From an optimization exercise on the open Yosys and OpenROAD flow, aimed at small area, a short achievable clock period and few clock cycles; shortcuts taken in it are not production practice.
No activity file was given, so power comes from the tool's default toggle rates.

==> run E <==
// mips
module mips(
	input clk, arst_n,
	input [31:0] instr, mem_read_data,
	output [31:0] current_inst, alu_out, mem_write_data,
	output mem_write
);
clock: 22.0 ns
lec_check: 0
cap_margin: 20
core_margin: 2
core_utilization: 40
slew_margin: 20
synth_hierarchical: 1
standard.sh (not shown) runs the stock make flow with config.mk's settings and CLKGATE_MAP_FILE= SYNTH_SCRIPT=/design/flow/synth_recipe.tcl, a recipe that flattens the netlist after the stock synthesis.
==> flow/flow/run.sh <==
#!/bin/bash
# The standard ORFS flow (the standard.sh) with these changes to how the
# layout is made:
#  - timing repair is asked to leave a setup margin, so that the tools keep
#    improving paths that already meet the design's period;
#  - the port buffers are plain buffers;
#  - clock tree synthesis uses larger sink clusters and no dummy loads.
# Each step's output goes to a log of its own.
set -euo pipefail
MARGIN=${MARGIN:-16}
CTS="-sink_clustering_enable -repair_clock_nets -sink_clustering_size 25 -sink_clustering_max_diameter 70 -dont_use_dummy_load"
bash standard.sh synth > log_synth.txt 2>&1
for t in floorplan place cts route finish; do
  bash standard.sh SETUP_SLACK_MARGIN=$MARGIN "BUFFER_PORTS_ARGS=-buffer_cell sky130_fd_sc_hd__buf_2" "CTS_ARGS=$CTS" $t > log_$t.txt 2>&1
done
==> inputs of run A, as changes to run E <==
--- a/flow/design.v
+++ b/flow/design.v
@@ -527,12 +527,12 @@
   assign c_next = rc[31:8];
 endmodule
 module aoi222(input a0, s0, a1, s1, a2, s2, output y);
 	assign y = ~((a0 & s0) | (a1 & s1) | (a2 & s2));
 endmodule
-module nand2x(input a, b, output y);
-	assign y = ~(a & b);
+module aoi22(input a0, s0, a1, s1, output y);
+	assign y = ~((a0 & s0) | (a1 & s1));
 endmodule
 module nand4x(input a, b, c, d, output y);
 	assign y = ~(a & b & c & d);
 endmodule
 module nand3x(input a, b, c, output y);
@@ -542,14 +542,15 @@
 	assign y = ~(a | b | c);
 endmodule
 module rmux31(input [31:1] d, input [31:1] s, output yn);
 	wire [10:0] p;
 	genvar k;
-	generate for (k = 0; k < 10; k = k + 1) begin : g
+	generate for (k = 0; k < 9; k = k + 1) begin : g
 		aoi222 u(.a0(d[3*k+1]), .s0(s[3*k+1]), .a1(d[3*k+2]), .s1(s[3*k+2]), .a2(d[3*k+3]), .s2(s[3*k+3]), .y(p[k]));
 	end endgenerate
-	nand2x u10(.a(d[31]), .b(s[31]), .y(p[10]));
+	aoi22 u9(.a0(d[28]), .s0(s[28]), .a1(d[29]), .s1(s[29]), .y(p[9]));
+	aoi22 u10(.a0(d[30]), .s0(s[30]), .a1(d[31]), .s1(s[31]), .y(p[10]));
 	wire q0, q1, q2;
 	nand4x n0(.a(p[0]), .b(p[1]), .c(p[2]), .d(p[3]), .y(q0));
 	nand4x n1(.a(p[4]), .b(p[5]), .c(p[6]), .d(p[7]), .y(q1));
 	nand3x n2(.a(p[8]), .b(p[9]), .c(p[10]), .y(q2));
 	nor3x o(.a(q0), .b(q1), .c(q2), .y(yn));
@@ -599,19 +600,10 @@
 	assign y = a ^ b;
 endmodule
 module mux2_cell(input a, b, s, output y);
 	assign y = s ? b : a;
 endmodule
-module and2_cell(input a, b, output y);
-	assign y = a & b;
-endmodule
-module andn_cell(input a, bn, output y);
-	assign y = a & ~bn;
-endmodule
-module jdec_cell(input [5:0] op, output y);
-	assign y = (op == 6'b000010);
-endmodule
 module nor2_cell(input a, b, output y);
 	assign y = ~(a | b);
 endmodule
 module nand2_cell(input a, b, output y);
 	assign y = ~(a & b);
@@ -933,44 +925,35 @@
 	wire lt = ~cout;
 	wire [31:0] res = d_mul ? a : (d_r & f_slt) ? {31'd0, lt} : sum;
 	wire eq;
 	eq32 beq_cmp(.a(a), .b(b), .eq(eq));
 	reg pred_d;
-	wire br_ok = d_beq & ~stall & ~pred_d;
-	wire redirect = br_ok & eq;
-	wire redirect_lo, redirect_hi;
-	and2_cell rdl(.a(br_ok), .b(eq), .y(redirect_lo));
-	and2_cell rdh(.a(br_ok), .b(eq), .y(redirect_hi));
-	reg       jf_v, fold_d;
-	reg [9:2] jf_j, jf_tgt;
-	wire jf_hit = jf_v & (pc_f4[9:2] == jf_j);
+	wire redirect = d_beq & eq & ~stall & ~pred_d;
+	reg       jf_v;
+	reg [9:2] jf_key, jf_tgt;
+	wire f_beq = (instr[31:26] == 6'b000100);
+	wire jf_hit = jf_v & (pc_f[9:2] == jf_key);
+	wire fold = jf_hit & ~f_beq & ~f_j;
 	wire j_same = ({pc_f4[31:28], instr[25:8]} == pc_f[31:10]);
-	wire jf_learn = f_j & j_same & (pc_f[9:2] != 8'd0) & ~stall;
-	wire [31:2] d_next = {pc_f[31:10], fold_d ? jf_j : pc_f[9:2]};
-	wire [31:2] pc_tgt = d_next + {{14{ir[15]}}, ir[15:0]};
+	wire jf_learn = f_j & j_same & (pc_f[9:2] != 8'd0);
+	wire [31:2] pc_tgt = pc_f + {{14{ir[15]}}, ir[15:0]};
 	reg       ub_v;
 	reg [9:2] ub_key, ub_tgt;
 	wire ub_hit = ub_v & (pc_f[9:2] == ub_key);
-	wire fold = jf_hit & ~f_j & ~ub_hit;
 	wire ub_learn = d_beq & ~pred_d & (rs == 5'd0) & (rt == 5'd0) & ~stall &
-	                (pc_tgt[31:10] == pc_f[31:10]) & (d_next[9:2] != 8'd0);
+	                (pc_tgt[31:10] == pc_f[31:10]) & (pc_f[9:2] != 8'd0);
 	wire region_change = redirect ? (pc_tgt[31:10] != pc_f[31:10]) :
 	                     stall ? 1'b0 :
 	                     f_j ? ~j_same :
 	                     ~fold & ~ub_hit & (pc_f[9:2] == 8'hff);
-	wire [31:2] pc_a = ub_hit ? {pc_f[31:10], ub_tgt} :
-	                   jf_hit ? {pc_f[31:10], jf_tgt} : pc_f4;
-	wire [31:2] pc_b = stall ? pc_f : pc_a;
-	wire [31:2] pc_j = {pc_f4[31:28], instr[25:0]};
-	wire f_jdec, sel_j;
-	jdec_cell jd(.op(instr[31:26]), .y(f_jdec));
-	andn_cell sj(.a(f_jdec), .bn(stall), .y(sel_j));
-	wire [31:2] pc_c, pc_next;
+	wire [31:2] pc_seq = stall ? pc_f : f_j ? {pc_f4[31:28], instr[25:0]} :
+	                     fold ? {pc_f[31:10], jf_tgt} :
+	                     ub_hit ? {pc_f[31:10], ub_tgt} : pc_f4;
+	wire [31:2] pc_next;
 	genvar gi;
 	generate for (gi = 2; gi < 32; gi = gi + 1) begin : gpc
-		mux2_cell mj(.a(pc_b[gi]), .b(pc_j[gi]), .s(sel_j), .y(pc_c[gi]));
-		mux2_cell mr(.a(pc_c[gi]), .b(pc_tgt[gi]), .s(gi < 10 ? redirect_lo : redirect_hi), .y(pc_next[gi]));
+		mux2_cell m(.a(pc_seq[gi]), .b(pc_tgt[gi]), .s(redirect), .y(pc_next[gi]));
 	end endgenerate
 	wire [7:0]  pbyte;
 	wire        pcout;
 	wire [23:0] nacc_s, nacc_c;
 	mul_step mul_step(.a(res_m), .b(sd_m[7:0]), .s(acc_s), .c(acc_c), .cin(acc_ci),
@@ -1027,17 +1010,17 @@
 		else if (ub_learn)
 			ub_v <= 1'b1;
 	end
 	always @(posedge clk) begin
 		if (ub_learn) begin
-			ub_key <= d_next[9:2] - 8'd1;
+			ub_key <= pc_f[9:2] - 8'd1;
 			ub_tgt <= pc_tgt[9:2];
 		end
 	end
 	always @(posedge clk) begin
 		if (jf_learn) begin
-			jf_j <= pc_f[9:2];
+			jf_key <= pc_f[9:2] - 8'd1;
 			jf_tgt <= instr[7:0];
 		end
 	end
 	always @(posedge clk) begin
 		if (mul_busy) begin
@@ -1056,11 +1039,10 @@
 			rs_hi <= 4'd1 << instr[25:24];
 			rs_lo <= 8'd1 << instr[23:21];
 			rt_hi <= 4'd1 << instr[20:19];
 			rt_lo <= 8'd1 << instr[18:16];
 			pred_d <= ub_hit;
-			fold_d <= fold;
 		end
 		if (mul_busy) begin
 			sd_m <= mprod;
 		end else begin
 			res_m <= (d_mul & ld_a) ? mem_read_data : res;
==> flow/flow/run.sh (replaced) <==
#!/bin/bash
# The standard ORFS flow (the standard.sh) with two changes to how the
# layout is made: timing repair is asked to leave a setup margin, so that the
# tools keep improving paths that already meet the design's period, and the
# port buffers are plain buffers. Each step's output goes to a log of its own.
set -euo pipefail
MARGIN=${MARGIN:-17}
bash standard.sh synth > log_synth.txt 2>&1
for t in floorplan place cts route finish; do
  bash standard.sh SETUP_SLACK_MARGIN=$MARGIN "BUFFER_PORTS_ARGS=-buffer_cell sky130_fd_sc_hd__buf_4" $t > log_$t.txt 2>&1
done
==> summary of the runs <==
- Global-route usage: run E is higher than run A (0.44 points).
- In run A the clock power is higher than in run E, by about 50%.
- Between run E and run A, the lower wire length is in run E (gap 0.46%, measured against run A).
- Fmax: run A is smaller than run E (about 6.5%).
==> figures <==
| item | run A | run E |
|---|---|---|
| Outcome | timing/DRC/antenna clean | timing/DRC/antenna clean |
| Worst-path fanout max | 5 | 3 |
| Power consumed by sequential cells | 3.19 mW | 3.21 mW |
| Required time at the worst-slack endpoint | 22.66 ns | 17.60 ns |
| Cell-internal power | 5.58 mW | 4.70 mW |
| Die Wd | 408 µm | 407 µm |
| Util after Layout | 0.474 | 0.441 |
| Clk. pwr | 2.33 mW | 1.53 mW |
| Antenna diode count | 3 | 6 |
| Slowest-stage cell, CP | sky130_fd_sc_hd__or4_4 | sky130_fd_sc_hd__dfxtp_1 |
Function was not checked in any run of this note: the RTL went through the layout flow alone.

## static timing again, ports no longer ideal
The flow's constraints put no driver on any port. The routed layouts listed below were extracted and timed again, unchanged, in two steps.
Step 1 (the two cells are an assumption about what drives the block):
set clk [get_ports {clk}]
set_driving_cell -lib_cell sky130_fd_sc_hd__clkbuf_16 $clk
set_driving_cell -lib_cell sky130_fd_sc_hd__buf_2 [delete_from_list [all_inputs] $clk]
Step 2 also shifts input and output timing later by t, the mid clock arrival at the registers, as if the neighbouring blocks saw the same clock.
a / b / c = ideal ports / drivers / drivers and shift; a / b = the first two.
| run | t, ns | slack for setup (ns) | worst slew at a driven data input, ns |
|---|---|---|---|
| run E | 0.782 | 16.007 / 15.924 / 15.337 | 0.21 |
| run A | 0.862 | 15.591 / 15.637 / 14.775 | 0.18 |
After both steps every run listed still meets setup and hold. The setup slack of run A, which loses most, moves by +0.046 ns with the drivers and by -0.816 ns with both steps.
